What follows belongs to an exercise in optimizing a design on an open flow for small area and a short achievable clock period; a production flow would make more cautious choices.
No functional check of the RTL was part of any run shown here.
Power figures rest on the tool's default switching activity, not on a simulated workload.

==> flow/design.v, too long to show whole: its modules and the start of the top module <==
// module cmul: 1457 lines
// module fadd: 381 lines
// module conv3x3_fp32: 95 lines
module conv3x3_fp32(
    input         clk,
    input         resetn,
    input         valid_in,
    input  [31:0] data,
    input  [31:0] w1, w2, w3, w4, w5, w6, w7, w8, w9,
    output        valid_out,
    output [31:0] data_out
);
  // ...
==> flow/flow/run.sh <==
#!/bin/bash
set -euo pipefail
export BUFFER_PORTS_ARGS="-buffer_cell sky130_fd_sc_hd__buf_4"
bash standard.sh > standard_flow.log 2>&1
==> flow/standard.sh <==
#!/bin/bash
# synth_recipe.tcl (not shown) runs the flow's synth.tcl, then flattens the netlist and writes it again
# the make line also repeats each setting of config.mk as NAME=value (left out here)
make -C /OpenROAD-flow-scripts/flow DESIGN_CONFIG=/design/flow/config.mk WORK_HOME=/design/flow/orfs CLKGATE_MAP_FILE= SYNTH_SCRIPT=/design/flow/synth_recipe.tcl "${@:-finish}"
==> flow/config.mk <==
export PLATFORM = sky130hd
export DESIGN_NAME = conv3x3_fp32
export DESIGN_NICKNAME = conv3x3_fp32
export VERILOG_FILES = /design/flow/design.v
export SDC_FILE = /design/flow/constraint.sdc
export NUM_CORES = 8
export LEC_CHECK = 0
export CAP_MARGIN = 30
export CORE_MARGIN = 2
export CORE_UTILIZATION = 55
export SETUP_SLACK_MARGIN = 4.2
export SLEW_MARGIN = 20
==> flow/constraint.sdc <==
create_clock -name core_clock -period 8.0 [get_ports {clk}]
set_input_delay 1.6000 -clock core_clock [delete_from_list [all_inputs] [get_ports {clk}]]
set_output_delay 1.6000 -clock core_clock [all_outputs]
set_load 0.01 [all_outputs]
==> metrics.md, run 1 <==
| Metric | Value |
|---|---|
| IO buf count | 355 |
| Top sig layer | met5 |
| RSZ-0062 raised after global routing | yes |
| Yosys warns | 7 |
| Num rows | 265 |
| Routed Antenna Nets | 0 |
| Non-clk bufs | 886 |
| Fmax | 0.266 GHz |
| DRC errors left | 0 |
| Critical Path AT | 4.75 ns |
| # diodes | 22 |
| Post-Route Skew | 0.0574 ns |
| Die W | 728 um |
| Crit end category | flop |
| DR vias | 196594 |
| Peak supply drop | 0.308 mV |
| Root buf cell | clkbuf_16 |
| Area of the multi-input gates | 0.170 mm^2 |
| FF-to-FF path depth | 16 |
| Syn Nets | 31831 |
| Clock power share | 16.9% |
| Storage cell area | 0.105 mm^2 |
| Signal buffers share of area | 2.57% |
| Core area | 0.522 mm^2 |
| Clk buf depth | 4 |
| Final setup violation count | 0 |
| DRT Pass-1 Iters | 8 |
| CTS Hold Buffers Added | 0 |
| CTS Buf Count | 521 |
| Top power group | combinational logic |
| WP buf/inv | 4 |
| WL/cell | 22.0 um |
| Placed Cells | 33558 |
| Mux contribution to synthesized area | 4.25% |
| Nets | 31546 |
| Worst Hold Depth | 0 |
| Vias in the first global route | 202312 |
| CP Class | flop to flop |
| Largest net degree at the start of global routing | 194 |
| Placed Area | 0.303 mm^2 |
| GRT Total Usage | 28.4% |
| Sequential cell area share | 32.4% |
| Post-synth EDFFs | 1051 |
| Met2 wire len | 365000 um |
| Status | complete, no violations |
==> module fadd, before the edit <==
module fadd(input clk, input [31:0] a, input [31:0] b, output reg [31:0] y);
  wire [7:0] ea = a[30:23], eb = b[30:23];
  wire cmp_g0_0 = a[0] & ~b[0];
  wire cmp_p0_0 = a[0] ^ ~b[0];
  wire cmp_g0_1 = a[1] & ~b[1];
  wire cmp_p0_1 = a[1] ^ ~b[1];
  wire cmp_g0_2 = a[2] & ~b[2];
  wire cmp_p0_2 = a[2] ^ ~b[2];
  wire cmp_g0_3 = a[3] & ~b[3];
  wire cmp_p0_3 = a[3] ^ ~b[3];
  wire cmp_g0_4 = a[4] & ~b[4];
  wire cmp_p0_4 = a[4] ^ ~b[4];
  wire cmp_g0_5 = a[5] & ~b[5];
  wire cmp_p0_5 = a[5] ^ ~b[5];
  wire cmp_g0_6 = a[6] & ~b[6];
  wire cmp_p0_6 = a[6] ^ ~b[6];
  wire cmp_g0_7 = a[7] & ~b[7];
  wire cmp_p0_7 = a[7] ^ ~b[7];
  wire cmp_g0_8 = a[8] & ~b[8];
  wire cmp_p0_8 = a[8] ^ ~b[8];
  wire cmp_g0_9 = a[9] & ~b[9];
  wire cmp_p0_9 = a[9] ^ ~b[9];
  wire cmp_g0_10 = a[10] & ~b[10];
  wire cmp_p0_10 = a[10] ^ ~b[10];
  wire cmp_g0_11 = a[11] & ~b[11];
  wire cmp_p0_11 = a[11] ^ ~b[11];
  wire cmp_g0_12 = a[12] & ~b[12];
  wire cmp_p0_12 = a[12] ^ ~b[12];
  wire cmp_g0_13 = a[13] & ~b[13];
  wire cmp_p0_13 = a[13] ^ ~b[13];
  wire cmp_g0_14 = a[14] & ~b[14];
  wire cmp_p0_14 = a[14] ^ ~b[14];
  wire cmp_g0_15 = a[15] & ~b[15];
  wire cmp_p0_15 = a[15] ^ ~b[15];
  wire cmp_g0_16 = a[16] & ~b[16];
  wire cmp_p0_16 = a[16] ^ ~b[16];
  wire cmp_g0_17 = a[17] & ~b[17];
  wire cmp_p0_17 = a[17] ^ ~b[17];
  wire cmp_g0_18 = a[18] & ~b[18];
  wire cmp_p0_18 = a[18] ^ ~b[18];
  wire cmp_g0_19 = a[19] & ~b[19];
  wire cmp_p0_19 = a[19] ^ ~b[19];
  wire cmp_g0_20 = a[20] & ~b[20];
  wire cmp_p0_20 = a[20] ^ ~b[20];
  wire cmp_g0_21 = a[21] & ~b[21];
  wire cmp_p0_21 = a[21] ^ ~b[21];
  wire cmp_g0_22 = a[22] & ~b[22];
  wire cmp_p0_22 = a[22] ^ ~b[22];
  wire cmp_g0_23 = a[23] & ~b[23];
  wire cmp_p0_23 = a[23] ^ ~b[23];
  wire cmp_g0_24 = a[24] & ~b[24];
  wire cmp_p0_24 = a[24] ^ ~b[24];
  wire cmp_g0_25 = a[25] & ~b[25];
  wire cmp_p0_25 = a[25] ^ ~b[25];
  wire cmp_g0_26 = a[26] & ~b[26];
  wire cmp_p0_26 = a[26] ^ ~b[26];
  wire cmp_g0_27 = a[27] & ~b[27];
  wire cmp_p0_27 = a[27] ^ ~b[27];
  wire cmp_g0_28 = a[28] & ~b[28];
  wire cmp_p0_28 = a[28] ^ ~b[28];
  wire cmp_g0_29 = a[29] & ~b[29];
  wire cmp_p0_29 = a[29] ^ ~b[29];
  wire cmp_g0_30 = a[30] & ~b[30];
  wire cmp_p0_30 = a[30] ^ ~b[30];
  wire cmp_gc = cmp_g0_0 | (cmp_p0_0 & 1'b1);
  wire cmp_g1_1 = cmp_g0_1 | (cmp_p0_1 & cmp_gc);
  wire cmp_p1_1 = cmp_p0_1 & cmp_p0_0;
  wire cmp_g1_3 = cmp_g0_3 | (cmp_p0_3 & cmp_g0_2);
  wire cmp_p1_3 = cmp_p0_3 & cmp_p0_2;
  wire cmp_g1_5 = cmp_g0_5 | (cmp_p0_5 & cmp_g0_4);
  wire cmp_p1_5 = cmp_p0_5 & cmp_p0_4;
  wire cmp_g1_7 = cmp_g0_7 | (cmp_p0_7 & cmp_g0_6);
  wire cmp_p1_7 = cmp_p0_7 & cmp_p0_6;
  wire cmp_g1_9 = cmp_g0_9 | (cmp_p0_9 & cmp_g0_8);
  wire cmp_p1_9 = cmp_p0_9 & cmp_p0_8;
  wire cmp_g1_11 = cmp_g0_11 | (cmp_p0_11 & cmp_g0_10);
  wire cmp_p1_11 = cmp_p0_11 & cmp_p0_10;
  wire cmp_g1_13 = cmp_g0_13 | (cmp_p0_13 & cmp_g0_12);
  wire cmp_p1_13 = cmp_p0_13 & cmp_p0_12;
  wire cmp_g1_15 = cmp_g0_15 | (cmp_p0_15 & cmp_g0_14);
  wire cmp_p1_15 = cmp_p0_15 & cmp_p0_14;
  wire cmp_g1_17 = cmp_g0_17 | (cmp_p0_17 & cmp_g0_16);
  wire cmp_p1_17 = cmp_p0_17 & cmp_p0_16;
  wire cmp_g1_19 = cmp_g0_19 | (cmp_p0_19 & cmp_g0_18);
  wire cmp_p1_19 = cmp_p0_19 & cmp_p0_18;
  wire cmp_g1_21 = cmp_g0_21 | (cmp_p0_21 & cmp_g0_20);
  wire cmp_p1_21 = cmp_p0_21 & cmp_p0_20;
  wire cmp_g1_23 = cmp_g0_23 | (cmp_p0_23 & cmp_g0_22);
  wire cmp_p1_23 = cmp_p0_23 & cmp_p0_22;
  wire cmp_g1_25 = cmp_g0_25 | (cmp_p0_25 & cmp_g0_24);
  wire cmp_p1_25 = cmp_p0_25 & cmp_p0_24;
  wire cmp_g1_27 = cmp_g0_27 | (cmp_p0_27 & cmp_g0_26);
  wire cmp_p1_27 = cmp_p0_27 & cmp_p0_26;
  wire cmp_g1_29 = cmp_g0_29 | (cmp_p0_29 & cmp_g0_28);
  wire cmp_p1_29 = cmp_p0_29 & cmp_p0_28;
  wire cmp_g2_2 = cmp_g0_2 | (cmp_p0_2 & cmp_g1_1);
  wire cmp_p2_2 = cmp_p0_2 & cmp_p1_1;
  wire cmp_g2_3 = cmp_g1_3 | (cmp_p1_3 & cmp_g1_1);
  wire cmp_p2_3 = cmp_p1_3 & cmp_p1_1;
  wire cmp_g2_6 = cmp_g0_6 | (cmp_p0_6 & cmp_g1_5);
  wire cmp_p2_6 = cmp_p0_6 & cmp_p1_5;
  wire cmp_g2_7 = cmp_g1_7 | (cmp_p1_7 & cmp_g1_5);
  wire cmp_p2_7 = cmp_p1_7 & cmp_p1_5;
  wire cmp_g2_10 = cmp_g0_10 | (cmp_p0_10 & cmp_g1_9);
  wire cmp_p2_10 = cmp_p0_10 & cmp_p1_9;
  wire cmp_g2_11 = cmp_g1_11 | (cmp_p1_11 & cmp_g1_9);
  wire cmp_p2_11 = cmp_p1_11 & cmp_p1_9;
  wire cmp_g2_14 = cmp_g0_14 | (cmp_p0_14 & cmp_g1_13);
  wire cmp_p2_14 = cmp_p0_14 & cmp_p1_13;
  wire cmp_g2_15 = cmp_g1_15 | (cmp_p1_15 & cmp_g1_13);
  wire cmp_p2_15 = cmp_p1_15 & cmp_p1_13;
  wire cmp_g2_18 = cmp_g0_18 | (cmp_p0_18 & cmp_g1_17);
  wire cmp_p2_18 = cmp_p0_18 & cmp_p1_17;
  wire cmp_g2_19 = cmp_g1_19 | (cmp_p1_19 & cmp_g1_17);
  wire cmp_p2_19 = cmp_p1_19 & cmp_p1_17;
  wire cmp_g2_22 = cmp_g0_22 | (cmp_p0_22 & cmp_g1_21);
  wire cmp_p2_22 = cmp_p0_22 & cmp_p1_21;
  wire cmp_g2_23 = cmp_g1_23 | (cmp_p1_23 & cmp_g1_21);
  wire cmp_p2_23 = cmp_p1_23 & cmp_p1_21;
  wire cmp_g2_26 = cmp_g0_26 | (cmp_p0_26 & cmp_g1_25);
  wire cmp_p2_26 = cmp_p0_26 & cmp_p1_25;
  wire cmp_g2_27 = cmp_g1_27 | (cmp_p1_27 & cmp_g1_25);
  wire cmp_p2_27 = cmp_p1_27 & cmp_p1_25;
  wire cmp_g2_30 = cmp_g0_30 | (cmp_p0_30 & cmp_g1_29);
  wire cmp_p2_30 = cmp_p0_30 & cmp_p1_29;
  wire cmp_g3_4 = cmp_g0_4 | (cmp_p0_4 & cmp_g2_3);
  wire cmp_p3_4 = cmp_p0_4 & cmp_p2_3;
  wire cmp_g3_5 = cmp_g1_5 | (cmp_p1_5 & cmp_g2_3);
  wire cmp_p3_5 = cmp_p1_5 & cmp_p2_3;
  wire cmp_g3_6 = cmp_g2_6 | (cmp_p2_6 & cmp_g2_3);
  wire cmp_p3_6 = cmp_p2_6 & cmp_p2_3;
  wire cmp_g3_7 = cmp_g2_7 | (cmp_p2_7 & cmp_g2_3);
  wire cmp_p3_7 = cmp_p2_7 & cmp_p2_3;
  wire cmp_g3_12 = cmp_g0_12 | (cmp_p0_12 & cmp_g2_11);
  wire cmp_p3_12 = cmp_p0_12 & cmp_p2_11;
  wire cmp_g3_13 = cmp_g1_13 | (cmp_p1_13 & cmp_g2_11);
  wire cmp_p3_13 = cmp_p1_13 & cmp_p2_11;
  wire cmp_g3_14 = cmp_g2_14 | (cmp_p2_14 & cmp_g2_11);
  wire cmp_p3_14 = cmp_p2_14 & cmp_p2_11;
  wire cmp_g3_15 = cmp_g2_15 | (cmp_p2_15 & cmp_g2_11);
  wire cmp_p3_15 = cmp_p2_15 & cmp_p2_11;
  wire cmp_g3_20 = cmp_g0_20 | (cmp_p0_20 & cmp_g2_19);
  wire cmp_p3_20 = cmp_p0_20 & cmp_p2_19;
  wire cmp_g3_21 = cmp_g1_21 | (cmp_p1_21 & cmp_g2_19);
  wire cmp_p3_21 = cmp_p1_21 & cmp_p2_19;
  wire cmp_g3_22 = cmp_g2_22 | (cmp_p2_22 & cmp_g2_19);
  wire cmp_p3_22 = cmp_p2_22 & cmp_p2_19;
  wire cmp_g3_23 = cmp_g2_23 | (cmp_p2_23 & cmp_g2_19);
  wire cmp_p3_23 = cmp_p2_23 & cmp_p2_19;
  wire cmp_g3_28 = cmp_g0_28 | (cmp_p0_28 & cmp_g2_27);
  wire cmp_p3_28 = cmp_p0_28 & cmp_p2_27;
  wire cmp_g3_29 = cmp_g1_29 | (cmp_p1_29 & cmp_g2_27);
  wire cmp_p3_29 = cmp_p1_29 & cmp_p2_27;
  wire cmp_g3_30 = cmp_g2_30 | (cmp_p2_30 & cmp_g2_27);
  wire cmp_p3_30 = cmp_p2_30 & cmp_p2_27;
  wire cmp_g4_8 = cmp_g0_8 | (cmp_p0_8 & cmp_g3_7);
  wire cmp_p4_8 = cmp_p0_8 & cmp_p3_7;
  wire cmp_g4_9 = cmp_g1_9 | (cmp_p1_9 & cmp_g3_7);
  wire cmp_p4_9 = cmp_p1_9 & cmp_p3_7;
  wire cmp_g4_10 = cmp_g2_10 | (cmp_p2_10 & cmp_g3_7);
  wire cmp_p4_10 = cmp_p2_10 & cmp_p3_7;
  wire cmp_g4_11 = cmp_g2_11 | (cmp_p2_11 & cmp_g3_7);
  wire cmp_p4_11 = cmp_p2_11 & cmp_p3_7;
  wire cmp_g4_12 = cmp_g3_12 | (cmp_p3_12 & cmp_g3_7);
  wire cmp_p4_12 = cmp_p3_12 & cmp_p3_7;
  wire cmp_g4_13 = cmp_g3_13 | (cmp_p3_13 & cmp_g3_7);
  wire cmp_p4_13 = cmp_p3_13 & cmp_p3_7;
  wire cmp_g4_14 = cmp_g3_14 | (cmp_p3_14 & cmp_g3_7);
  wire cmp_p4_14 = cmp_p3_14 & cmp_p3_7;
  wire cmp_g4_15 = cmp_g3_15 | (cmp_p3_15 & cmp_g3_7);
  wire cmp_p4_15 = cmp_p3_15 & cmp_p3_7;
  wire cmp_g4_24 = cmp_g0_24 | (cmp_p0_24 & cmp_g3_23);
  wire cmp_p4_24 = cmp_p0_24 & cmp_p3_23;
  wire cmp_g4_25 = cmp_g1_25 | (cmp_p1_25 & cmp_g3_23);
  wire cmp_p4_25 = cmp_p1_25 & cmp_p3_23;
  wire cmp_g4_26 = cmp_g2_26 | (cmp_p2_26 & cmp_g3_23);
  wire cmp_p4_26 = cmp_p2_26 & cmp_p3_23;
  wire cmp_g4_27 = cmp_g2_27 | (cmp_p2_27 & cmp_g3_23);
  wire cmp_p4_27 = cmp_p2_27 & cmp_p3_23;
  wire cmp_g4_28 = cmp_g3_28 | (cmp_p3_28 & cmp_g3_23);
  wire cmp_p4_28 = cmp_p3_28 & cmp_p3_23;
  wire cmp_g4_29 = cmp_g3_29 | (cmp_p3_29 & cmp_g3_23);
  wire cmp_p4_29 = cmp_p3_29 & cmp_p3_23;
  wire cmp_g4_30 = cmp_g3_30 | (cmp_p3_30 & cmp_g3_23);
  wire cmp_p4_30 = cmp_p3_30 & cmp_p3_23;
  wire cmp_g5_16 = cmp_g0_16 | (cmp_p0_16 & cmp_g4_15);
  wire cmp_p5_16 = cmp_p0_16 & cmp_p4_15;
  wire cmp_g5_17 = cmp_g1_17 | (cmp_p1_17 & cmp_g4_15);
  wire cmp_p5_17 = cmp_p1_17 & cmp_p4_15;
  wire cmp_g5_18 = cmp_g2_18 | (cmp_p2_18 & cmp_g4_15);
  wire cmp_p5_18 = cmp_p2_18 & cmp_p4_15;
  wire cmp_g5_19 = cmp_g2_19 | (cmp_p2_19 & cmp_g4_15);
  wire cmp_p5_19 = cmp_p2_19 & cmp_p4_15;
  wire cmp_g5_20 = cmp_g3_20 | (cmp_p3_20 & cmp_g4_15);
  wire cmp_p5_20 = cmp_p3_20 & cmp_p4_15;
  wire cmp_g5_21 = cmp_g3_21 | (cmp_p3_21 & cmp_g4_15);
  wire cmp_p5_21 = cmp_p3_21 & cmp_p4_15;
  wire cmp_g5_22 = cmp_g3_22 | (cmp_p3_22 & cmp_g4_15);
  wire cmp_p5_22 = cmp_p3_22 & cmp_p4_15;
  wire cmp_g5_23 = cmp_g3_23 | (cmp_p3_23 & cmp_g4_15);
  wire cmp_p5_23 = cmp_p3_23 & cmp_p4_15;
  wire cmp_g5_24 = cmp_g4_24 | (cmp_p4_24 & cmp_g4_15);
  wire cmp_p5_24 = cmp_p4_24 & cmp_p4_15;
  wire cmp_g5_25 = cmp_g4_25 | (cmp_p4_25 & cmp_g4_15);
  wire cmp_p5_25 = cmp_p4_25 & cmp_p4_15;
  wire cmp_g5_26 = cmp_g4_26 | (cmp_p4_26 & cmp_g4_15);
  wire cmp_p5_26 = cmp_p4_26 & cmp_p4_15;
  wire cmp_g5_27 = cmp_g4_27 | (cmp_p4_27 & cmp_g4_15);
  wire cmp_p5_27 = cmp_p4_27 & cmp_p4_15;
  wire cmp_g5_28 = cmp_g4_28 | (cmp_p4_28 & cmp_g4_15);
  wire cmp_p5_28 = cmp_p4_28 & cmp_p4_15;
  wire cmp_g5_29 = cmp_g4_29 | (cmp_p4_29 & cmp_g4_15);
  wire cmp_p5_29 = cmp_p4_29 & cmp_p4_15;
  wire cmp_g5_30 = cmp_g4_30 | (cmp_p4_30 & cmp_g4_15);
  wire cmp_p5_30 = cmp_p4_30 & cmp_p4_15;
  wire agb = cmp_g5_30;
  wire [7:0] dab = ea - eb, dba = eb - ea;
  wire [7:0] d0 = agb ? dab : dba;
  wire [30:0] big0 = agb ? a[30:0] : b[30:0];
  wire [22:0] sm0 = agb ? b[22:0] : a[22:0];
  wire [7:0] es0 = agb ? eb : ea;
  wire kab = (dab > 8'd23) | (eb == 8'd0), kba = (dba > 8'd23) | (ea == 8'd0);
  wire kill0 = agb ? kab : kba;
  wire sgn0 = agb ? a[31] : b[31];
  wire sub0 = a[31] ^ b[31];
  reg [22:0] ma1, mc1; reg agb1; reg [7:0] eb1; reg [4:0] d1; reg kill1, sub1, sgn1;
  always @(posedge clk) begin
    ma1 <= a[22:0]; mc1 <= b[22:0]; agb1 <= agb; eb1 <= big0[30:23]; d1 <= d0[4:0]; kill1 <= kill0; sub1 <= sub0; sgn1 <= sgn0;
  end
  wire [22:0] mb1 = agb1 ? ma1 : mc1;
  wire [23:0] ms1 = {1'b1, agb1 ? mc1 : ma1};
  wire [23:0] sh1 = kill1 ? 24'd0 : (ms1 >> d1);
  wire [24:0] bx1 = {1'b0, sh1} ^ {25{sub1}};
  wire [23:0] mh1 = {eb1 != 8'd0, mb1};
  wire [24:0] gb1 = {1'b0, mh1} & bx1, pb1 = {1'b0, mh1} ^ bx1;
  reg [24:0] gq, pq; reg [7:0] ebq; reg subq, sgnq;
  always @(posedge clk) begin gq <= gb1; pq <= pb1; ebq <= eb1; subq <= sub1; sgnq <= sgn1; end
  wire add_gc = gq[0] | (pq[0] & subq);
  wire add_g1_1 = gq[1] | (pq[1] & add_gc);
  wire add_p1_1 = pq[1] & pq[0];
  wire add_g1_3 = gq[3] | (pq[3] & gq[2]);
  wire add_p1_3 = pq[3] & pq[2];
  wire add_g1_5 = gq[5] | (pq[5] & gq[4]);
  wire add_p1_5 = pq[5] & pq[4];
  wire add_g1_7 = gq[7] | (pq[7] & gq[6]);
  wire add_p1_7 = pq[7] & pq[6];
  wire add_g1_9 = gq[9] | (pq[9] & gq[8]);
  wire add_p1_9 = pq[9] & pq[8];
  wire add_g1_11 = gq[11] | (pq[11] & gq[10]);
  wire add_p1_11 = pq[11] & pq[10];
  wire add_g1_13 = gq[13] | (pq[13] & gq[12]);
  wire add_p1_13 = pq[13] & pq[12];
  wire add_g1_15 = gq[15] | (pq[15] & gq[14]);
  wire add_p1_15 = pq[15] & pq[14];
  wire add_g1_17 = gq[17] | (pq[17] & gq[16]);
  wire add_p1_17 = pq[17] & pq[16];
  wire add_g1_19 = gq[19] | (pq[19] & gq[18]);
  wire add_p1_19 = pq[19] & pq[18];
  wire add_g1_21 = gq[21] | (pq[21] & gq[20]);
  wire add_p1_21 = pq[21] & pq[20];
  wire add_g1_23 = gq[23] | (pq[23] & gq[22]);
  wire add_p1_23 = pq[23] & pq[22];
  wire add_g2_2 = gq[2] | (pq[2] & add_g1_1);
  wire add_p2_2 = pq[2] & add_p1_1;
  wire add_g2_3 = add_g1_3 | (add_p1_3 & add_g1_1);
  wire add_p2_3 = add_p1_3 & add_p1_1;
  wire add_g2_6 = gq[6] | (pq[6] & add_g1_5);
  wire add_p2_6 = pq[6] & add_p1_5;
  wire add_g2_7 = add_g1_7 | (add_p1_7 & add_g1_5);
  wire add_p2_7 = add_p1_7 & add_p1_5;
  wire add_g2_10 = gq[10] | (pq[10] & add_g1_9);
  wire add_p2_10 = pq[10] & add_p1_9;
  wire add_g2_11 = add_g1_11 | (add_p1_11 & add_g1_9);
  wire add_p2_11 = add_p1_11 & add_p1_9;
  wire add_g2_14 = gq[14] | (pq[14] & add_g1_13);
  wire add_p2_14 = pq[14] & add_p1_13;
  wire add_g2_15 = add_g1_15 | (add_p1_15 & add_g1_13);
  wire add_p2_15 = add_p1_15 & add_p1_13;
  wire add_g2_18 = gq[18] | (pq[18] & add_g1_17);
  wire add_p2_18 = pq[18] & add_p1_17;
  wire add_g2_19 = add_g1_19 | (add_p1_19 & add_g1_17);
  wire add_p2_19 = add_p1_19 & add_p1_17;
  wire add_g2_22 = gq[22] | (pq[22] & add_g1_21);
  wire add_p2_22 = pq[22] & add_p1_21;
  wire add_g2_23 = add_g1_23 | (add_p1_23 & add_g1_21);
  wire add_p2_23 = add_p1_23 & add_p1_21;
  wire add_g3_4 = gq[4] | (pq[4] & add_g2_3);
  wire add_p3_4 = pq[4] & add_p2_3;
  wire add_g3_5 = add_g1_5 | (add_p1_5 & add_g2_3);
  wire add_p3_5 = add_p1_5 & add_p2_3;
  wire add_g3_6 = add_g2_6 | (add_p2_6 & add_g2_3);
  wire add_p3_6 = add_p2_6 & add_p2_3;
  wire add_g3_7 = add_g2_7 | (add_p2_7 & add_g2_3);
  wire add_p3_7 = add_p2_7 & add_p2_3;
  wire add_g3_12 = gq[12] | (pq[12] & add_g2_11);
  wire add_p3_12 = pq[12] & add_p2_11;
  wire add_g3_13 = add_g1_13 | (add_p1_13 & add_g2_11);
  wire add_p3_13 = add_p1_13 & add_p2_11;
  wire add_g3_14 = add_g2_14 | (add_p2_14 & add_g2_11);
  wire add_p3_14 = add_p2_14 & add_p2_11;
  wire add_g3_15 = add_g2_15 | (add_p2_15 & add_g2_11);
  wire add_p3_15 = add_p2_15 & add_p2_11;
  wire add_g3_20 = gq[20] | (pq[20] & add_g2_19);
  wire add_p3_20 = pq[20] & add_p2_19;
  wire add_g3_21 = add_g1_21 | (add_p1_21 & add_g2_19);
  wire add_p3_21 = add_p1_21 & add_p2_19;
  wire add_g3_22 = add_g2_22 | (add_p2_22 & add_g2_19);
  wire add_p3_22 = add_p2_22 & add_p2_19;
  wire add_g3_23 = add_g2_23 | (add_p2_23 & add_g2_19);
  wire add_p3_23 = add_p2_23 & add_p2_19;
  wire add_g4_8 = gq[8] | (pq[8] & add_g3_7);
  wire add_p4_8 = pq[8] & add_p3_7;
  wire add_g4_9 = add_g1_9 | (add_p1_9 & add_g3_7);
  wire add_p4_9 = add_p1_9 & add_p3_7;
  wire add_g4_10 = add_g2_10 | (add_p2_10 & add_g3_7);
  wire add_p4_10 = add_p2_10 & add_p3_7;
  wire add_g4_11 = add_g2_11 | (add_p2_11 & add_g3_7);
  wire add_p4_11 = add_p2_11 & add_p3_7;
  wire add_g4_12 = add_g3_12 | (add_p3_12 & add_g3_7);
  wire add_p4_12 = add_p3_12 & add_p3_7;
  wire add_g4_13 = add_g3_13 | (add_p3_13 & add_g3_7);
  wire add_p4_13 = add_p3_13 & add_p3_7;
  wire add_g4_14 = add_g3_14 | (add_p3_14 & add_g3_7);
  wire add_p4_14 = add_p3_14 & add_p3_7;
  wire add_g4_15 = add_g3_15 | (add_p3_15 & add_g3_7);
  wire add_p4_15 = add_p3_15 & add_p3_7;
  wire add_g4_24 = gq[24] | (pq[24] & add_g3_23);
  wire add_p4_24 = pq[24] & add_p3_23;
  wire add_g5_16 = gq[16] | (pq[16] & add_g4_15);
  wire add_p5_16 = pq[16] & add_p4_15;
  wire add_g5_17 = add_g1_17 | (add_p1_17 & add_g4_15);
  wire add_p5_17 = add_p1_17 & add_p4_15;
  wire add_g5_18 = add_g2_18 | (add_p2_18 & add_g4_15);
  wire add_p5_18 = add_p2_18 & add_p4_15;
  wire add_g5_19 = add_g2_19 | (add_p2_19 & add_g4_15);
  wire add_p5_19 = add_p2_19 & add_p4_15;
  wire add_g5_20 = add_g3_20 | (add_p3_20 & add_g4_15);
  wire add_p5_20 = add_p3_20 & add_p4_15;
  wire add_g5_21 = add_g3_21 | (add_p3_21 & add_g4_15);
  wire add_p5_21 = add_p3_21 & add_p4_15;
  wire add_g5_22 = add_g3_22 | (add_p3_22 & add_g4_15);
  wire add_p5_22 = add_p3_22 & add_p4_15;
  wire add_g5_23 = add_g3_23 | (add_p3_23 & add_g4_15);
  wire add_p5_23 = add_p3_23 & add_p4_15;
  wire add_g5_24 = add_g4_24 | (add_p4_24 & add_g4_15);
  wire add_p5_24 = add_p4_24 & add_p4_15;
  wire add_s0 = pq[0] ^ subq;
  wire add_s1 = pq[1] ^ add_gc;
  wire add_s2 = pq[2] ^ add_g1_1;
  wire add_s3 = pq[3] ^ add_g2_2;
  wire add_s4 = pq[4] ^ add_g2_3;
  wire add_s5 = pq[5] ^ add_g3_4;
  wire add_s6 = pq[6] ^ add_g3_5;
  wire add_s7 = pq[7] ^ add_g3_6;
  wire add_s8 = pq[8] ^ add_g3_7;
  wire add_s9 = pq[9] ^ add_g4_8;
  wire add_s10 = pq[10] ^ add_g4_9;
  wire add_s11 = pq[11] ^ add_g4_10;
  wire add_s12 = pq[12] ^ add_g4_11;
  wire add_s13 = pq[13] ^ add_g4_12;
  wire add_s14 = pq[14] ^ add_g4_13;
  wire add_s15 = pq[15] ^ add_g4_14;
  wire add_s16 = pq[16] ^ add_g4_15;
  wire add_s17 = pq[17] ^ add_g5_16;
  wire add_s18 = pq[18] ^ add_g5_17;
  wire add_s19 = pq[19] ^ add_g5_18;
  wire add_s20 = pq[20] ^ add_g5_19;
  wire add_s21 = pq[21] ^ add_g5_20;
  wire add_s22 = pq[22] ^ add_g5_21;
  wire add_s23 = pq[23] ^ add_g5_22;
  wire add_s24 = pq[24] ^ add_g5_23;
  wire [24:0] r1 = {add_s24, add_s23, add_s22, add_s21, add_s20, add_s19, add_s18, add_s17, add_s16, add_s15, add_s14, add_s13, add_s12, add_s11, add_s10, add_s9, add_s8, add_s7, add_s6, add_s5, add_s4, add_s3, add_s2, add_s1, add_s0};
  reg [24:0] r2; reg [7:0] eb2; reg sgn2;
  always @(posedge clk) begin r2 <= r1; eb2 <= ebq; sgn2 <= sgnq; end
  reg [4:0] lz2; integer i;
  always @* begin lz2 = 5'd0; for (i = 0; i < 24; i = i + 1) if (r2[i]) lz2 = 5'd23 - i[4:0]; end
  wire z2 = (r2 == 25'd0);
  wire [23:0] nl = r2[23:0] << lz2;
  wire [31:0] yn = r2[24] ? {sgn2, eb2 + 8'd1, r2[23:1]} : z2 ? 32'd0 : {sgn2, eb2 - {3'b0, lz2}, nl[22:0]};
  always @(posedge clk) y <= yn;
endmodule
==> inputs of run 2 (changes only) <==
--- a/flow/design.v
+++ b/flow/design.v
@@ -1,17 +1,5 @@
 module cmul(input clk, input [22:0] xm, input [4:0] xe, input xs, input [22:0] wm, input [7:0] we, input ws,
-            input [20:0] xd,    
             output reg [31:0] p);
-  function [35:0] benc(input [22:0] m);
-    reg [24:0] x; integer i;
-    begin
-      x = {1'b1, m, 1'b0};
-      for (i = 0; i < 12; i = i + 1) begin
-        benc[3*i]   = x[2*i+1] ^ x[2*i];
-        benc[3*i+1] = (x[2*i+2] & ~x[2*i+1] & ~x[2*i]) | (~x[2*i+2] & x[2*i+1] & x[2*i]);
-        benc[3*i+2] = x[2*i+2] & ~(x[2*i+1] & x[2*i]);
-      end
-    end
-  endfunction
   reg t1_303;
   reg t1_304;
   reg t1_305;
@@ -93,11 +81,10 @@
   reg [24:0] t2_ha;
   reg [24:0] t2_hb;
   reg [22:13] xh;
-  reg [14:0] xq;    
   reg xs1, xs2; reg [4:0] xe1, xe2;
-  wire one0 = xd[0];
-  wire two0 = xd[1];
-  wire neg0 = xd[2];
+  wire one0 = xm[0] ^ 1'b0;
+  wire two0 = (xm[1] & ~xm[0] & ~1'b0) | (~xm[1] & xm[0] & 1'b0);
+  wire neg0 = xm[1] & ~(xm[0] & 1'b0);
   wire pp0_0 = neg0 ^ ((one0 & wm[0]));
   wire pp0_1 = neg0 ^ ((one0 & wm[1]) | (two0 & wm[0]));
   wire pp0_2 = neg0 ^ ((one0 & wm[2]) | (two0 & wm[1]));
@@ -123,9 +110,9 @@
   wire pp0_22 = neg0 ^ ((one0 & wm[22]) | (two0 & wm[21]));
   wire pp0_23 = neg0 ^ ((one0 & 1'b1) | (two0 & wm[22]));
   wire pp0_24 = neg0 ^ ((two0 & 1'b1));
-  wire one1 = xd[3];
-  wire two1 = xd[4];
-  wire neg1 = xd[5];
+  wire one1 = xm[2] ^ xm[1];
+  wire two1 = (xm[3] & ~xm[2] & ~xm[1]) | (~xm[3] & xm[2] & xm[1]);
+  wire neg1 = xm[3] & ~(xm[2] & xm[1]);
   wire pp1_0 = neg1 ^ ((one1 & wm[0]));
   wire pp1_1 = neg1 ^ ((one1 & wm[1]) | (two1 & wm[0]));
   wire pp1_2 = neg1 ^ ((one1 & wm[2]) | (two1 & wm[1]));
@@ -151,9 +138,9 @@
   wire pp1_22 = neg1 ^ ((one1 & wm[22]) | (two1 & wm[21]));
   wire pp1_23 = neg1 ^ ((one1 & 1'b1) | (two1 & wm[22]));
   wire pp1_24 = neg1 ^ ((two1 & 1'b1));
-  wire one2 = xd[6];
-  wire two2 = xd[7];
-  wire neg2 = xd[8];
+  wire one2 = xm[4] ^ xm[3];
+  wire two2 = (xm[5] & ~xm[4] & ~xm[3]) | (~xm[5] & xm[4] & xm[3]);
+  wire neg2 = xm[5] & ~(xm[4] & xm[3]);
   wire pp2_0 = neg2 ^ ((one2 & wm[0]));
   wire pp2_1 = neg2 ^ ((one2 & wm[1]) | (two2 & wm[0]));
   wire pp2_2 = neg2 ^ ((one2 & wm[2]) | (two2 & wm[1]));
@@ -179,9 +166,9 @@
   wire pp2_22 = neg2 ^ ((one2 & wm[22]) | (two2 & wm[21]));
   wire pp2_23 = neg2 ^ ((one2 & 1'b1) | (two2 & wm[22]));
   wire pp2_24 = neg2 ^ ((two2 & 1'b1));
-  wire one3 = xd[9];
-  wire two3 = xd[10];
-  wire neg3 = xd[11];
+  wire one3 = xm[6] ^ xm[5];
+  wire two3 = (xm[7] & ~xm[6] & ~xm[5]) | (~xm[7] & xm[6] & xm[5]);
+  wire neg3 = xm[7] & ~(xm[6] & xm[5]);
   wire pp3_0 = neg3 ^ ((one3 & wm[0]));
   wire pp3_1 = neg3 ^ ((one3 & wm[1]) | (two3 & wm[0]));
   wire pp3_2 = neg3 ^ ((one3 & wm[2]) | (two3 & wm[1]));
@@ -207,9 +194,9 @@
   wire pp3_22 = neg3 ^ ((one3 & wm[22]) | (two3 & wm[21]));
   wire pp3_23 = neg3 ^ ((one3 & 1'b1) | (two3 & wm[22]));
   wire pp3_24 = neg3 ^ ((two3 & 1'b1));
-  wire one4 = xd[12];
-  wire two4 = xd[13];
-  wire neg4 = xd[14];
+  wire one4 = xm[8] ^ xm[7];
+  wire two4 = (xm[9] & ~xm[8] & ~xm[7]) | (~xm[9] & xm[8] & xm[7]);
+  wire neg4 = xm[9] & ~(xm[8] & xm[7]);
   wire pp4_0 = neg4 ^ ((one4 & wm[0]));
   wire pp4_1 = neg4 ^ ((one4 & wm[1]) | (two4 & wm[0]));
   wire pp4_2 = neg4 ^ ((one4 & wm[2]) | (two4 & wm[1]));
@@ -235,9 +222,9 @@
   wire pp4_22 = neg4 ^ ((one4 & wm[22]) | (two4 & wm[21]));
   wire pp4_23 = neg4 ^ ((one4 & 1'b1) | (two4 & wm[22]));
   wire pp4_24 = neg4 ^ ((two4 & 1'b1));
-  wire one5 = xd[15];
-  wire two5 = xd[16];
-  wire neg5 = xd[17];
+  wire one5 = xm[10] ^ xm[9];
+  wire two5 = (xm[11] & ~xm[10] & ~xm[9]) | (~xm[11] & xm[10] & xm[9]);
+  wire neg5 = xm[11] & ~(xm[10] & xm[9]);
   wire pp5_0 = neg5 ^ ((one5 & wm[0]));
   wire pp5_1 = neg5 ^ ((one5 & wm[1]) | (two5 & wm[0]));
   wire pp5_2 = neg5 ^ ((one5 & wm[2]) | (two5 & wm[1]));
@@ -263,9 +250,9 @@
   wire pp5_22 = neg5 ^ ((one5 & wm[22]) | (two5 & wm[21]));
   wire pp5_23 = neg5 ^ ((one5 & 1'b1) | (two5 & wm[22]));
   wire pp5_24 = neg5 ^ ((two5 & 1'b1));
-  wire one6 = xd[18];
-  wire two6 = xd[19];
-  wire neg6 = xd[20];
+  wire one6 = xm[12] ^ xm[11];
+  wire two6 = (xm[13] & ~xm[12] & ~xm[11]) | (~xm[13] & xm[12] & xm[11]);
+  wire neg6 = xm[13] & ~(xm[12] & xm[11]);
   wire pp6_0 = neg6 ^ ((one6 & wm[0]));
   wire pp6_1 = neg6 ^ ((one6 & wm[1]) | (two6 & wm[0]));
   wire pp6_2 = neg6 ^ ((one6 & wm[2]) | (two6 & wm[1]));
@@ -1211,7 +1198,6 @@
     t1_376 <= ~neg6;
     t1_377 <= c302;
     xh <= xm[22:13];
-    xq <= benc(xm) >> 21;
     xs1 <= xs; xe1 <= xe;
     t2_lk <= lk;
     t2_la <= la[22:14];
@@ -1689,84 +1675,131 @@
   wire [23:0] sh1 = kill1 ? 24'd0 : (ms1 >> d1);
   wire [24:0] bx1 = {1'b0, sh1} ^ {25{sub1}};
   wire [23:0] mh1 = {eb1 != 8'd0, mb1};
-  wire [24:0] gb1 = {1'b0, mh1} & bx1, pb1 = {1'b0, mh1} ^ bx1;
-  reg [24:0] gq, pq; reg [7:0] ebq; reg subq, sgnq;
-  always @(posedge clk) begin gq <= gb1; pq <= pb1; ebq <= eb1; subq <= sub1; sgnq <= sgn1; end
-  wire add_gc = gq[0] | (pq[0] & subq);
-  wire add_g1_1 = gq[1] | (pq[1] & add_gc);
-  wire add_p1_1 = pq[1] & pq[0];
-  wire add_g1_3 = gq[3] | (pq[3] & gq[2]);
-  wire add_p1_3 = pq[3] & pq[2];
-  wire add_g1_5 = gq[5] | (pq[5] & gq[4]);
-  wire add_p1_5 = pq[5] & pq[4];
-  wire add_g1_7 = gq[7] | (pq[7] & gq[6]);
-  wire add_p1_7 = pq[7] & pq[6];
-  wire add_g1_9 = gq[9] | (pq[9] & gq[8]);
-  wire add_p1_9 = pq[9] & pq[8];
-  wire add_g1_11 = gq[11] | (pq[11] & gq[10]);
-  wire add_p1_11 = pq[11] & pq[10];
-  wire add_g1_13 = gq[13] | (pq[13] & gq[12]);
-  wire add_p1_13 = pq[13] & pq[12];
-  wire add_g1_15 = gq[15] | (pq[15] & gq[14]);
-  wire add_p1_15 = pq[15] & pq[14];
-  wire add_g1_17 = gq[17] | (pq[17] & gq[16]);
-  wire add_p1_17 = pq[17] & pq[16];
-  wire add_g1_19 = gq[19] | (pq[19] & gq[18]);
-  wire add_p1_19 = pq[19] & pq[18];
-  wire add_g1_21 = gq[21] | (pq[21] & gq[20]);
-  wire add_p1_21 = pq[21] & pq[20];
-  wire add_g1_23 = gq[23] | (pq[23] & gq[22]);
-  wire add_p1_23 = pq[23] & pq[22];
-  wire add_g2_2 = gq[2] | (pq[2] & add_g1_1);
-  wire add_p2_2 = pq[2] & add_p1_1;
+  wire add_g0_0 = mh1[0] & bx1[0];
+  wire add_p0_0 = mh1[0] ^ bx1[0];
+  wire add_g0_1 = mh1[1] & bx1[1];
+  wire add_p0_1 = mh1[1] ^ bx1[1];
+  wire add_g0_2 = mh1[2] & bx1[2];
+  wire add_p0_2 = mh1[2] ^ bx1[2];
+  wire add_g0_3 = mh1[3] & bx1[3];
+  wire add_p0_3 = mh1[3] ^ bx1[3];
+  wire add_g0_4 = mh1[4] & bx1[4];
+  wire add_p0_4 = mh1[4] ^ bx1[4];
+  wire add_g0_5 = mh1[5] & bx1[5];
+  wire add_p0_5 = mh1[5] ^ bx1[5];
+  wire add_g0_6 = mh1[6] & bx1[6];
+  wire add_p0_6 = mh1[6] ^ bx1[6];
+  wire add_g0_7 = mh1[7] & bx1[7];
+  wire add_p0_7 = mh1[7] ^ bx1[7];
+  wire add_g0_8 = mh1[8] & bx1[8];
+  wire add_p0_8 = mh1[8] ^ bx1[8];
+  wire add_g0_9 = mh1[9] & bx1[9];
+  wire add_p0_9 = mh1[9] ^ bx1[9];
+  wire add_g0_10 = mh1[10] & bx1[10];
+  wire add_p0_10 = mh1[10] ^ bx1[10];
+  wire add_g0_11 = mh1[11] & bx1[11];
+  wire add_p0_11 = mh1[11] ^ bx1[11];
+  wire add_g0_12 = mh1[12] & bx1[12];
+  wire add_p0_12 = mh1[12] ^ bx1[12];
+  wire add_g0_13 = mh1[13] & bx1[13];
+  wire add_p0_13 = mh1[13] ^ bx1[13];
+  wire add_g0_14 = mh1[14] & bx1[14];
+  wire add_p0_14 = mh1[14] ^ bx1[14];
+  wire add_g0_15 = mh1[15] & bx1[15];
+  wire add_p0_15 = mh1[15] ^ bx1[15];
+  wire add_g0_16 = mh1[16] & bx1[16];
+  wire add_p0_16 = mh1[16] ^ bx1[16];
+  wire add_g0_17 = mh1[17] & bx1[17];
+  wire add_p0_17 = mh1[17] ^ bx1[17];
+  wire add_g0_18 = mh1[18] & bx1[18];
+  wire add_p0_18 = mh1[18] ^ bx1[18];
+  wire add_g0_19 = mh1[19] & bx1[19];
+  wire add_p0_19 = mh1[19] ^ bx1[19];
+  wire add_g0_20 = mh1[20] & bx1[20];
+  wire add_p0_20 = mh1[20] ^ bx1[20];
+  wire add_g0_21 = mh1[21] & bx1[21];
+  wire add_p0_21 = mh1[21] ^ bx1[21];
+  wire add_g0_22 = mh1[22] & bx1[22];
+  wire add_p0_22 = mh1[22] ^ bx1[22];
+  wire add_g0_23 = mh1[23] & bx1[23];
+  wire add_p0_23 = mh1[23] ^ bx1[23];
+  wire add_g0_24 = 1'b0 & bx1[24];
+  wire add_p0_24 = 1'b0 ^ bx1[24];
+  wire add_gc = add_g0_0 | (add_p0_0 & sub1);
+  wire add_g1_1 = add_g0_1 | (add_p0_1 & add_gc);
+  wire add_p1_1 = add_p0_1 & add_p0_0;
+  wire add_g1_3 = add_g0_3 | (add_p0_3 & add_g0_2);
+  wire add_p1_3 = add_p0_3 & add_p0_2;
+  wire add_g1_5 = add_g0_5 | (add_p0_5 & add_g0_4);
+  wire add_p1_5 = add_p0_5 & add_p0_4;
+  wire add_g1_7 = add_g0_7 | (add_p0_7 & add_g0_6);
+  wire add_p1_7 = add_p0_7 & add_p0_6;
+  wire add_g1_9 = add_g0_9 | (add_p0_9 & add_g0_8);
+  wire add_p1_9 = add_p0_9 & add_p0_8;
+  wire add_g1_11 = add_g0_11 | (add_p0_11 & add_g0_10);
+  wire add_p1_11 = add_p0_11 & add_p0_10;
+  wire add_g1_13 = add_g0_13 | (add_p0_13 & add_g0_12);
+  wire add_p1_13 = add_p0_13 & add_p0_12;
+  wire add_g1_15 = add_g0_15 | (add_p0_15 & add_g0_14);
+  wire add_p1_15 = add_p0_15 & add_p0_14;
+  wire add_g1_17 = add_g0_17 | (add_p0_17 & add_g0_16);
+  wire add_p1_17 = add_p0_17 & add_p0_16;
+  wire add_g1_19 = add_g0_19 | (add_p0_19 & add_g0_18);
+  wire add_p1_19 = add_p0_19 & add_p0_18;
+  wire add_g1_21 = add_g0_21 | (add_p0_21 & add_g0_20);
+  wire add_p1_21 = add_p0_21 & add_p0_20;
+  wire add_g1_23 = add_g0_23 | (add_p0_23 & add_g0_22);
+  wire add_p1_23 = add_p0_23 & add_p0_22;
+  wire add_g2_2 = add_g0_2 | (add_p0_2 & add_g1_1);
+  wire add_p2_2 = add_p0_2 & add_p1_1;
   wire add_g2_3 = add_g1_3 | (add_p1_3 & add_g1_1);
   wire add_p2_3 = add_p1_3 & add_p1_1;
-  wire add_g2_6 = gq[6] | (pq[6] & add_g1_5);
-  wire add_p2_6 = pq[6] & add_p1_5;
+  wire add_g2_6 = add_g0_6 | (add_p0_6 & add_g1_5);
+  wire add_p2_6 = add_p0_6 & add_p1_5;
   wire add_g2_7 = add_g1_7 | (add_p1_7 & add_g1_5);
   wire add_p2_7 = add_p1_7 & add_p1_5;
-  wire add_g2_10 = gq[10] | (pq[10] & add_g1_9);
-  wire add_p2_10 = pq[10] & add_p1_9;
+  wire add_g2_10 = add_g0_10 | (add_p0_10 & add_g1_9);
+  wire add_p2_10 = add_p0_10 & add_p1_9;
   wire add_g2_11 = add_g1_11 | (add_p1_11 & add_g1_9);
   wire add_p2_11 = add_p1_11 & add_p1_9;
-  wire add_g2_14 = gq[14] | (pq[14] & add_g1_13);
-  wire add_p2_14 = pq[14] & add_p1_13;
+  wire add_g2_14 = add_g0_14 | (add_p0_14 & add_g1_13);
+  wire add_p2_14 = add_p0_14 & add_p1_13;
   wire add_g2_15 = add_g1_15 | (add_p1_15 & add_g1_13);
   wire add_p2_15 = add_p1_15 & add_p1_13;
-  wire add_g2_18 = gq[18] | (pq[18] & add_g1_17);
-  wire add_p2_18 = pq[18] & add_p1_17;
+  wire add_g2_18 = add_g0_18 | (add_p0_18 & add_g1_17);
+  wire add_p2_18 = add_p0_18 & add_p1_17;
   wire add_g2_19 = add_g1_19 | (add_p1_19 & add_g1_17);
   wire add_p2_19 = add_p1_19 & add_p1_17;
-  wire add_g2_22 = gq[22] | (pq[22] & add_g1_21);
-  wire add_p2_22 = pq[22] & add_p1_21;
+  wire add_g2_22 = add_g0_22 | (add_p0_22 & add_g1_21);
+  wire add_p2_22 = add_p0_22 & add_p1_21;
   wire add_g2_23 = add_g1_23 | (add_p1_23 & add_g1_21);
   wire add_p2_23 = add_p1_23 & add_p1_21;
-  wire add_g3_4 = gq[4] | (pq[4] & add_g2_3);
-  wire add_p3_4 = pq[4] & add_p2_3;
+  wire add_g3_4 = add_g0_4 | (add_p0_4 & add_g2_3);
+  wire add_p3_4 = add_p0_4 & add_p2_3;
   wire add_g3_5 = add_g1_5 | (add_p1_5 & add_g2_3);
   wire add_p3_5 = add_p1_5 & add_p2_3;
   wire add_g3_6 = add_g2_6 | (add_p2_6 & add_g2_3);
   wire add_p3_6 = add_p2_6 & add_p2_3;
   wire add_g3_7 = add_g2_7 | (add_p2_7 & add_g2_3);
   wire add_p3_7 = add_p2_7 & add_p2_3;
-  wire add_g3_12 = gq[12] | (pq[12] & add_g2_11);
-  wire add_p3_12 = pq[12] & add_p2_11;
+  wire add_g3_12 = add_g0_12 | (add_p0_12 & add_g2_11);
+  wire add_p3_12 = add_p0_12 & add_p2_11;
   wire add_g3_13 = add_g1_13 | (add_p1_13 & add_g2_11);
   wire add_p3_13 = add_p1_13 & add_p2_11;
   wire add_g3_14 = add_g2_14 | (add_p2_14 & add_g2_11);
   wire add_p3_14 = add_p2_14 & add_p2_11;
   wire add_g3_15 = add_g2_15 | (add_p2_15 & add_g2_11);
   wire add_p3_15 = add_p2_15 & add_p2_11;
-  wire add_g3_20 = gq[20] | (pq[20] & add_g2_19);
-  wire add_p3_20 = pq[20] & add_p2_19;
+  wire add_g3_20 = add_g0_20 | (add_p0_20 & add_g2_19);
+  wire add_p3_20 = add_p0_20 & add_p2_19;
   wire add_g3_21 = add_g1_21 | (add_p1_21 & add_g2_19);
   wire add_p3_21 = add_p1_21 & add_p2_19;
   wire add_g3_22 = add_g2_22 | (add_p2_22 & add_g2_19);
   wire add_p3_22 = add_p2_22 & add_p2_19;
   wire add_g3_23 = add_g2_23 | (add_p2_23 & add_g2_19);
   wire add_p3_23 = add_p2_23 & add_p2_19;
-  wire add_g4_8 = gq[8] | (pq[8] & add_g3_7);
-  wire add_p4_8 = pq[8] & add_p3_7;
+  wire add_g4_8 = add_g0_8 | (add_p0_8 & add_g3_7);
+  wire add_p4_8 = add_p0_8 & add_p3_7;
   wire add_g4_9 = add_g1_9 | (add_p1_9 & add_g3_7);
   wire add_p4_9 = add_p1_9 & add_p3_7;
   wire add_g4_10 = add_g2_10 | (add_p2_10 & add_g3_7);
@@ -1781,10 +1814,10 @@
   wire add_p4_14 = add_p3_14 & add_p3_7;
   wire add_g4_15 = add_g3_15 | (add_p3_15 & add_g3_7);
   wire add_p4_15 = add_p3_15 & add_p3_7;
-  wire add_g4_24 = gq[24] | (pq[24] & add_g3_23);
-  wire add_p4_24 = pq[24] & add_p3_23;
-  wire add_g5_16 = gq[16] | (pq[16] & add_g4_15);
-  wire add_p5_16 = pq[16] & add_p4_15;
+  wire add_g4_24 = add_g0_24 | (add_p0_24 & add_g3_23);
+  wire add_p4_24 = add_p0_24 & add_p3_23;
+  wire add_g5_16 = add_g0_16 | (add_p0_16 & add_g4_15);
+  wire add_p5_16 = add_p0_16 & add_p4_15;
   wire add_g5_17 = add_g1_17 | (add_p1_17 & add_g4_15);
   wire add_p5_17 = add_p1_17 & add_p4_15;
   wire add_g5_18 = add_g2_18 | (add_p2_18 & add_g4_15);
@@ -1801,39 +1834,40 @@
   wire add_p5_23 = add_p3_23 & add_p4_15;
   wire add_g5_24 = add_g4_24 | (add_p4_24 & add_g4_15);
   wire add_p5_24 = add_p4_24 & add_p4_15;
-  wire add_s0 = pq[0] ^ subq;
-  wire add_s1 = pq[1] ^ add_gc;
-  wire add_s2 = pq[2] ^ add_g1_1;
-  wire add_s3 = pq[3] ^ add_g2_2;
-  wire add_s4 = pq[4] ^ add_g2_3;
-  wire add_s5 = pq[5] ^ add_g3_4;
-  wire add_s6 = pq[6] ^ add_g3_5;
-  wire add_s7 = pq[7] ^ add_g3_6;
-  wire add_s8 = pq[8] ^ add_g3_7;
-  wire add_s9 = pq[9] ^ add_g4_8;
-  wire add_s10 = pq[10] ^ add_g4_9;
-  wire add_s11 = pq[11] ^ add_g4_10;
-  wire add_s12 = pq[12] ^ add_g4_11;
-  wire add_s13 = pq[13] ^ add_g4_12;
-  wire add_s14 = pq[14] ^ add_g4_13;
-  wire add_s15 = pq[15] ^ add_g4_14;
-  wire add_s16 = pq[16] ^ add_g4_15;
-  wire add_s17 = pq[17] ^ add_g5_16;
-  wire add_s18 = pq[18] ^ add_g5_17;
-  wire add_s19 = pq[19] ^ add_g5_18;
-  wire add_s20 = pq[20] ^ add_g5_19;
-  wire add_s21 = pq[21] ^ add_g5_20;
-  wire add_s22 = pq[22] ^ add_g5_21;
-  wire add_s23 = pq[23] ^ add_g5_22;
-  wire add_s24 = pq[24] ^ add_g5_23;
+  wire add_s0 = add_p0_0 ^ sub1;
+  wire add_s1 = add_p0_1 ^ add_gc;
+  wire add_s2 = add_p0_2 ^ add_g1_1;
+  wire add_s3 = add_p0_3 ^ add_g2_2;
+  wire add_s4 = add_p0_4 ^ add_g2_3;
+  wire add_s5 = add_p0_5 ^ add_g3_4;
+  wire add_s6 = add_p0_6 ^ add_g3_5;
+  wire add_s7 = add_p0_7 ^ add_g3_6;
+  wire add_s8 = add_p0_8 ^ add_g3_7;
+  wire add_s9 = add_p0_9 ^ add_g4_8;
+  wire add_s10 = add_p0_10 ^ add_g4_9;
+  wire add_s11 = add_p0_11 ^ add_g4_10;
+  wire add_s12 = add_p0_12 ^ add_g4_11;
+  wire add_s13 = add_p0_13 ^ add_g4_12;
+  wire add_s14 = add_p0_14 ^ add_g4_13;
+  wire add_s15 = add_p0_15 ^ add_g4_14;
+  wire add_s16 = add_p0_16 ^ add_g4_15;
+  wire add_s17 = add_p0_17 ^ add_g5_16;
+  wire add_s18 = add_p0_18 ^ add_g5_17;
+  wire add_s19 = add_p0_19 ^ add_g5_18;
+  wire add_s20 = add_p0_20 ^ add_g5_19;
+  wire add_s21 = add_p0_21 ^ add_g5_20;
+  wire add_s22 = add_p0_22 ^ add_g5_21;
+  wire add_s23 = add_p0_23 ^ add_g5_22;
+  wire add_s24 = add_p0_24 ^ add_g5_23;
   wire [24:0] r1 = {add_s24, add_s23, add_s22, add_s21, add_s20, add_s19, add_s18, add_s17, add_s16, add_s15, add_s14, add_s13, add_s12, add_s11, add_s10, add_s9, add_s8, add_s7, add_s6, add_s5, add_s4, add_s3, add_s2, add_s1, add_s0};
   reg [24:0] r2; reg [7:0] eb2; reg sgn2;
-  always @(posedge clk) begin r2 <= r1; eb2 <= ebq; sgn2 <= sgnq; end
+  always @(posedge clk) begin r2 <= r1; eb2 <= eb1; sgn2 <= sgn1; end
   reg [4:0] lz2; integer i;
-  always @* begin lz2 = 5'd0; for (i = 0; i < 24; i = i + 1) if (r2[i]) lz2 = 5'd23 - i[4:0]; end
+  always @* begin lz2 = 5'd0; for (i = 0; i < 25; i = i + 1) if (r2[i]) lz2 = 5'd24 - i[4:0]; end
   wire z2 = (r2 == 25'd0);
-  wire [23:0] nl = r2[23:0] << lz2;
-  wire [31:0] yn = r2[24] ? {sgn2, eb2 + 8'd1, r2[23:1]} : z2 ? 32'd0 : {sgn2, eb2 - {3'b0, lz2}, nl[22:0]};
+  wire [24:0] nl = r2 << lz2;
+  wire [7:0] en = eb2 + 8'd1 - {3'b0, lz2};
+  wire [31:0] yn = z2 ? 32'd0 : {sgn2, en, nl[23:1]};
   always @(posedge clk) y <= yn;
 endmodule
 module conv3x3_fp32(
@@ -1854,12 +1888,12 @@
     end
   end
   wire win = valid_in & (row >= 4'd2) & (col >= 4'd2);
-  reg [19:0] vp;
+  reg [15:0] vp;
   always @(posedge clk or negedge resetn) begin
-    if (!resetn) vp <= 20'd0;
-    else vp <= {vp[18:0], win};
+    if (!resetn) vp <= 16'd0;
+    else vp <= {vp[14:0], win};
   end
-  assign valid_out = vp[19];
+  assign valid_out = vp[15];
   wire [4:0] de = (data[30:23] == 8'd0) ? 5'd0 : data[27:23] + 5'd17;
   wire [28:0] din = {data[31], de, data[22:0]};
   reg [28:0] lb [1:31];
@@ -1877,49 +1911,29 @@
   wire [22:0] wm7 = w7[22:0];
   wire [22:0] wm8 = w8[22:0];
   wire [22:0] wm9 = w9[22:0];
-  reg [28:0] p1d [1:12];
+  reg [28:0] p1d [1:9];
   always @(posedge clk) begin
     p1d[1] <= lb[31];
-    for (k = 2; k <= 12; k = k + 1) p1d[k] <= p1d[k-1];
+    for (k = 2; k <= 9; k = k + 1) p1d[k] <= p1d[k-1];
   end
-  function [35:0] benc(input [22:0] m);
-    reg [24:0] x; integer i;
-    begin
-      x = {1'b1, m, 1'b0};
-      for (i = 0; i < 12; i = i + 1) begin
-        benc[3*i]   = x[2*i+1] ^ x[2*i];
-        benc[3*i+1] = (x[2*i+2] & ~x[2*i+1] & ~x[2*i]) | (~x[2*i+2] & x[2*i+1] & x[2*i]);
-        benc[3*i+2] = x[2*i+2] & ~(x[2*i+1] & x[2*i]);
-      end
-    end
-  endfunction
-  reg [20:0] ed2; always @(posedge clk) if (valid_in) ed2 <= benc(lb[29][22:0]);
-  reg [20:0] ed3; always @(posedge clk) if (valid_in) ed3 <= benc(lb[28][22:0]);
-  reg [20:0] ed4; always @(posedge clk) if (valid_in) ed4 <= benc(lb[16][22:0]);
-  reg [20:0] ed5; always @(posedge clk) if (valid_in) ed5 <= benc(lb[15][22:0]);
-  reg [20:0] ed6; always @(posedge clk) if (valid_in) ed6 <= benc(lb[14][22:0]);
-  reg [20:0] ed7; always @(posedge clk) if (valid_in) ed7 <= benc(lb[2][22:0]);
-  reg [20:0] ed8; always @(posedge clk) if (valid_in) ed8 <= benc(lb[1][22:0]);
-  reg [20:0] ed9; always @(posedge clk) if (valid_in) ed9 <= benc(din[22:0]);
-  reg [20:0] ed1; always @(posedge clk) ed1 <= benc(p1d[11][22:0]);
   wire [31:0] P1;
-  cmul u_m1(.clk(clk), .xm(p1d[12][22:0]), .xe(p1d[12][27:23]), .xs(p1d[12][28]), .wm(wm1), .we(w1[30:23]), .ws(w1[31]), .xd(ed1), .p(P1));
+  cmul u_m1(.clk(clk), .xm(p1d[9][22:0]), .xe(p1d[9][27:23]), .xs(p1d[9][28]), .wm(wm1), .we(w1[30:23]), .ws(w1[31]), .p(P1));
   wire [31:0] P2;
-  cmul u_m2(.clk(clk), .xm(lb[30][22:0]), .xe(lb[30][27:23]), .xs(lb[30][28]), .wm(wm2), .we(w2[30:23]), .ws(w2[31]), .xd(ed2), .p(P2));
+  cmul u_m2(.clk(clk), .xm(lb[30][22:0]), .xe(lb[30][27:23]), .xs(lb[30][28]), .wm(wm2), .we(w2[30:23]), .ws(w2[31]), .p(P2));
   wire [31:0] P3;
-  cmul u_m3(.clk(clk), .xm(lb[29][22:0]), .xe(lb[29][27:23]), .xs(lb[29][28]), .wm(wm3), .we(w3[30:23]), .ws(w3[31]), .xd(ed3), .p(P3));
+  cmul u_m3(.clk(clk), .xm(lb[29][22:0]), .xe(lb[29][27:23]), .xs(lb[29][28]), .wm(wm3), .we(w3[30:23]), .ws(w3[31]), .p(P3));
   wire [31:0] P4;
-  cmul u_m4(.clk(clk), .xm(lb[17][22:0]), .xe(lb[17][27:23]), .xs(lb[17][28]), .wm(wm4), .we(w4[30:23]), .ws(w4[31]), .xd(ed4), .p(P4));
+  cmul u_m4(.clk(clk), .xm(lb[17][22:0]), .xe(lb[17][27:23]), .xs(lb[17][28]), .wm(wm4), .we(w4[30:23]), .ws(w4[31]), .p(P4));
   wire [31:0] P5;
-  cmul u_m5(.clk(clk), .xm(lb[16][22:0]), .xe(lb[16][27:23]), .xs(lb[16][28]), .wm(wm5), .we(w5[30:23]), .ws(w5[31]), .xd(ed5), .p(P5));
+  cmul u_m5(.clk(clk), .xm(lb[16][22:0]), .xe(lb[16][27:23]), .xs(lb[16][28]), .wm(wm5), .we(w5[30:23]), .ws(w5[31]), .p(P5));
   wire [31:0] P6;
-  cmul u_m6(.clk(clk), .xm(lb[15][22:0]), .xe(lb[15][27:23]), .xs(lb[15][28]), .wm(wm6), .we(w6[30:23]), .ws(w6[31]), .xd(ed6), .p(P6));
+  cmul u_m6(.clk(clk), .xm(lb[15][22:0]), .xe(lb[15][27:23]), .xs(lb[15][28]), .wm(wm6), .we(w6[30:23]), .ws(w6[31]), .p(P6));
   wire [31:0] P7;
-  cmul u_m7(.clk(clk), .xm(lb[3][22:0]), .xe(lb[3][27:23]), .xs(lb[3][28]), .wm(wm7), .we(w7[30:23]), .ws(w7[31]), .xd(ed7), .p(P7));
+  cmul u_m7(.clk(clk), .xm(lb[3][22:0]), .xe(lb[3][27:23]), .xs(lb[3][28]), .wm(wm7), .we(w7[30:23]), .ws(w7[31]), .p(P7));
   wire [31:0] P8;
-  cmul u_m8(.clk(clk), .xm(lb[2][22:0]), .xe(lb[2][27:23]), .xs(lb[2][28]), .wm(wm8), .we(w8[30:23]), .ws(w8[31]), .xd(ed8), .p(P8));
+  cmul u_m8(.clk(clk), .xm(lb[2][22:0]), .xe(lb[2][27:23]), .xs(lb[2][28]), .wm(wm8), .we(w8[30:23]), .ws(w8[31]), .p(P8));
   wire [31:0] P9;
-  cmul u_m9(.clk(clk), .xm(lb[1][22:0]), .xe(lb[1][27:23]), .xs(lb[1][28]), .wm(wm9), .we(w9[30:23]), .ws(w9[31]), .xd(ed9), .p(P9));
+  cmul u_m9(.clk(clk), .xm(lb[1][22:0]), .xe(lb[1][27:23]), .xs(lb[1][28]), .wm(wm9), .we(w9[30:23]), .ws(w9[31]), .p(P9));
   wire [31:0] s98, s76, s54, s32, s9876, s5432, s8, y;
   fadd a0(.clk(clk), .a(P9), .b(P8), .y(s98));
   fadd a1(.clk(clk), .a(P7), .b(P6), .y(s76));
==> run 2 against run 1 <==
  * Die area decreased by 6.2%
  * Critical path type unchanged
  * Sequential cell count decreased by 715
  * Core utilization increased by 0.86 points
  * Sequential share of layout area decreased by 3.5 points
  * Maximum frequency decreased by 20%
  * Worst hold slack improved by 0.0053 ns
  * Highest routed layer unchanged
  * Cell area decreased by 4.7%
  * Total power about the same
  * Critical endpoint is now a0.r2[16]
  * Synthesized cell count decreased by 4.6%
  * Combinational power increased by 12%
  * Clock skew decreased by 0.00061 ns
==> metrics.md, run 2 <==
| Metric | Value |
|---|---|
| FFs w/ async S/R, synth | 0.600% (was 0.594%) |
| Mux contribution to synthesized area | 5.15% (was 4.25%) |
| Sw Share | 43.7% (was 42.9%) |
| Post-synth EDFFs | 899 (was 1051) |
| Commonest non-fill, non-tap cell in the layout | inv_1 (was dfxtp_1) |
| Clock Pin Slew Worst Setup and Hold Paths | 0.06 ns (about the same) |
| Crit end category | flop (unchanged) |
| CTS tree | built (unchanged) |
| Die outline height | 705 um (was 728 um) |
| DRC errors left | 0 (unchanged) |
| Fmax | 0.213 GHz (was 0.266 GHz) |
| Die W | 705 um (was 728 um) |
| Clock power share | 14.1% (was 16.9%) |
| I/O pins | 356 (unchanged) |
| WL/cell | 22.0 um (about the same) |
| Status | complete, no violations (unchanged) |
| Hold/Removal Path Class | flop to flop (unchanged) |
| Nets | 30592 (was 31546) |
| Main flop type after synthesis | dfxtp_1 (unchanged) |
| DRT Pass-1 Iters | 6 (was 8) |
| FF-to-FF path depth | 22 (was 16) |
| Core area | 0.490 mm^2 (was 0.522 mm^2) |
| RSZ-0062 raised after global routing | yes (unchanged) |
| Clk buf depth | 4 (unchanged) |
| Largest family of logic cells by synthesized area | adder cells (unchanged) |
| Routed Antenna Nets | 0 (unchanged) |
| XOR/XNOR Fraction of Synth Area | 10.8% (was 10.3%) |
| Root buf cell | clkbuf_16 (unchanged) |
| DR vias | 189479 (was 196594) |
| CTS Buf Count | 423 (was 521) |
| Compound-Gate Fraction of Synth Area | 12.9% (about the same) |
| Vias in the first global route | 195804 (was 202312) |
| Non-filler cells, final | 33182 (was 34680) |
| Syn Nets | 30563 (was 31831) |
| Final WS setup | 3.31 ns (was 4.24 ns) |
| CP Class | flop to flop (unchanged) |
| Yosys warns | 7 (unchanged) |
| Num rows | 257 (was 265) |
| Critical Path AT | 5.57 ns (was 4.75 ns) |
| Worst-Skew Late Latency | 1.02 ns (was 1.10 ns) |
| Largest net degree at the start of global routing | 164 (was 194) |
| IO buf count | 355 (unchanged) |
| Post-Route Skew | 0.0568 ns (was 0.0574 ns) |
| Internal Power | 81500 uW (was 82700 uW) |
| Peak supply drop | 0.292 mV (was 0.308 mV) |
| Synthesized area | 0.271 mm^2 (was 0.288 mm^2) |
| Placed Cells | 31860 (was 33558) |
| GRT Total Usage | 28.9% (was 28.4%) |
| Final setup violation count | 0 (unchanged) |
==> run 2: changes by cell type after synthesis, sizes merged, moves of 85 or more <==
cell	previous run	this run
a22oi	2403	2213
clkbuf	1485	1400
dfxtp	3634	3075
edfxtp	1051	899
mux2i	517	635
nand2	1292	1089
xnor2	1810	1609
xor2	1580	1728
==> run 2: worst min path at each step <==
stage	depth (start not counted)	slack (ns)	end
floorplan	0	0.31	a0.sgn2
global placement	0	0.31	p1d[4][3]
detailed placement	0	0.31	p1d[2][28]
CTS	0	0.32	u_m1.xe2[1]
global route	0	0.32	p1d[7][19]
finish	0	0.31	p1d[4][12]
==> run 2: cells by family (layout without fill, tap and decap cells) <==
family	count (synthesis)	in the layout
simple gates	3473	3474
compound gates	5111	5123
other cells	0	23
xor+xnor	3337	3337
mux	1137	1137
flops	3998	3998
fa+ha+maj	3949	3949
buf+inv	5286	5666
==> run 2: per-stage QoR <==
step | util [%] | hold slack, ns | area [um^2]
after floorplan | - | 0.310 | 282000
after global placement | 58.0 | 0.309 | 284000
after detailed placement | 58.2 | 0.312 | 285000
after CTS | 62.2 | 0.318 | 305000
after global routing | 63.0 | 0.322 | 309000
final | 63.0 | 0.312 | 309000
==> run 2: metal layers <==
layer / wire [um] / GRT usage, % / up-vias
met3: 41000 / 3.89 / 1343
met5: 258 / 0 / -
met2: 342000 / 47.7 / 5343
met4: 29300 / 10.7 / 40
li1: - / - / 88126
met1: 318000 / 38.9 / 94627
==> run 2: area by class of cell <==
| cell class | instances | area, um^2 | area share [%] |
|---|---|---|---|
| inverters | 3654 | 13800 | 4.48 |
| clock buffers | 569 | 11900 | 3.84 |
| clock inverters | 220 | 2840 | 0.920 |
| well taps | 6475 | 8100 | 2.62 |
| multi-input cells | 17020 | 171000 | 55.4 |
| flip-flops and latches | 3998 | 89300 | 28.9 |
| diodes | 23 | 57.6 | 0.0186 |
| repair inverters | 8 | 57.6 | 0.0186 |
| repair buffers | 1215 | 11700 | 3.80 |
==> run 2: power by group through the flow <==
stage,clock [uW],combinational (uW),sequential (uW)
6_report,20400,89600,34700
5_1_grt,21700,101000,35400
4_1_cts,20900,86800,34600
3_5_place_dp,0,82200,35300
3_3_place_gp,0,80700,35300
2_1_floorplan,0,61100,32300
==> run 2: what timing repair did <==
action / 4_1_cts / 5_1_grt
pin swaps: 250 / 254
resized for setup: 492 / 478
hold buffers: 0 / 0
cloned: 25 / 14
hold endpoints to repair: 0 / 0
buffers inserted: 306 / 149
setup endpoints to repair: 899 / 529
==> run 2: worst max-delay path: cells and delay by family, from the launching register on <==
family	cells	cell delay, ns
compound gates	10	1.55
fa+ha+maj	2	0.79
buf+inv	1	0.13
flops	1	0.39
mux	2	0.81
simple gates	7	0.88

re-timing with driven ports:
The results above use ideal ports. As a check the final layouts listed here were re-extracted and re-timed, cells and wires unchanged. Step 1 (the two cells are an assumption about what drives the block):
set clk [get_ports {clk}]
set_driving_cell -lib_cell sky130_fd_sc_hd__clkbuf_16 $clk
set_driving_cell -lib_cell sky130_fd_sc_hd__buf_2 [delete_from_list [all_inputs] $clk]
Step 2 adds t to the input delays and takes it off the output delays; t is the mean of the earliest and latest rising clock arrival at the registers after step 1. Input paths then give back, and output paths get back, about the clock's delay inside the block. Slacks: ideal ports / drivers / drivers and shift; pairs: ideal ports / drivers.
run | t, ns | slack for setup (ns) | worst register clock-pin slew, ns | worst data-port slew with drivers (ns) | pins driven straight from the clock port
run 1 | 1.195 | 4.243 / 4.243 / 3.321 | 0.07 / 0.07 | 0.32 | 1
run 2 | 1.121 | 3.307 / 3.307 / 3.307 | 0.07 / 0.07 | 0.23 | 1
After both steps setup and hold are still met in every run listed. For run 1, which loses most, drivers alone change the setup slack by 0.000 ns; drivers and shift together by -0.922 ns.
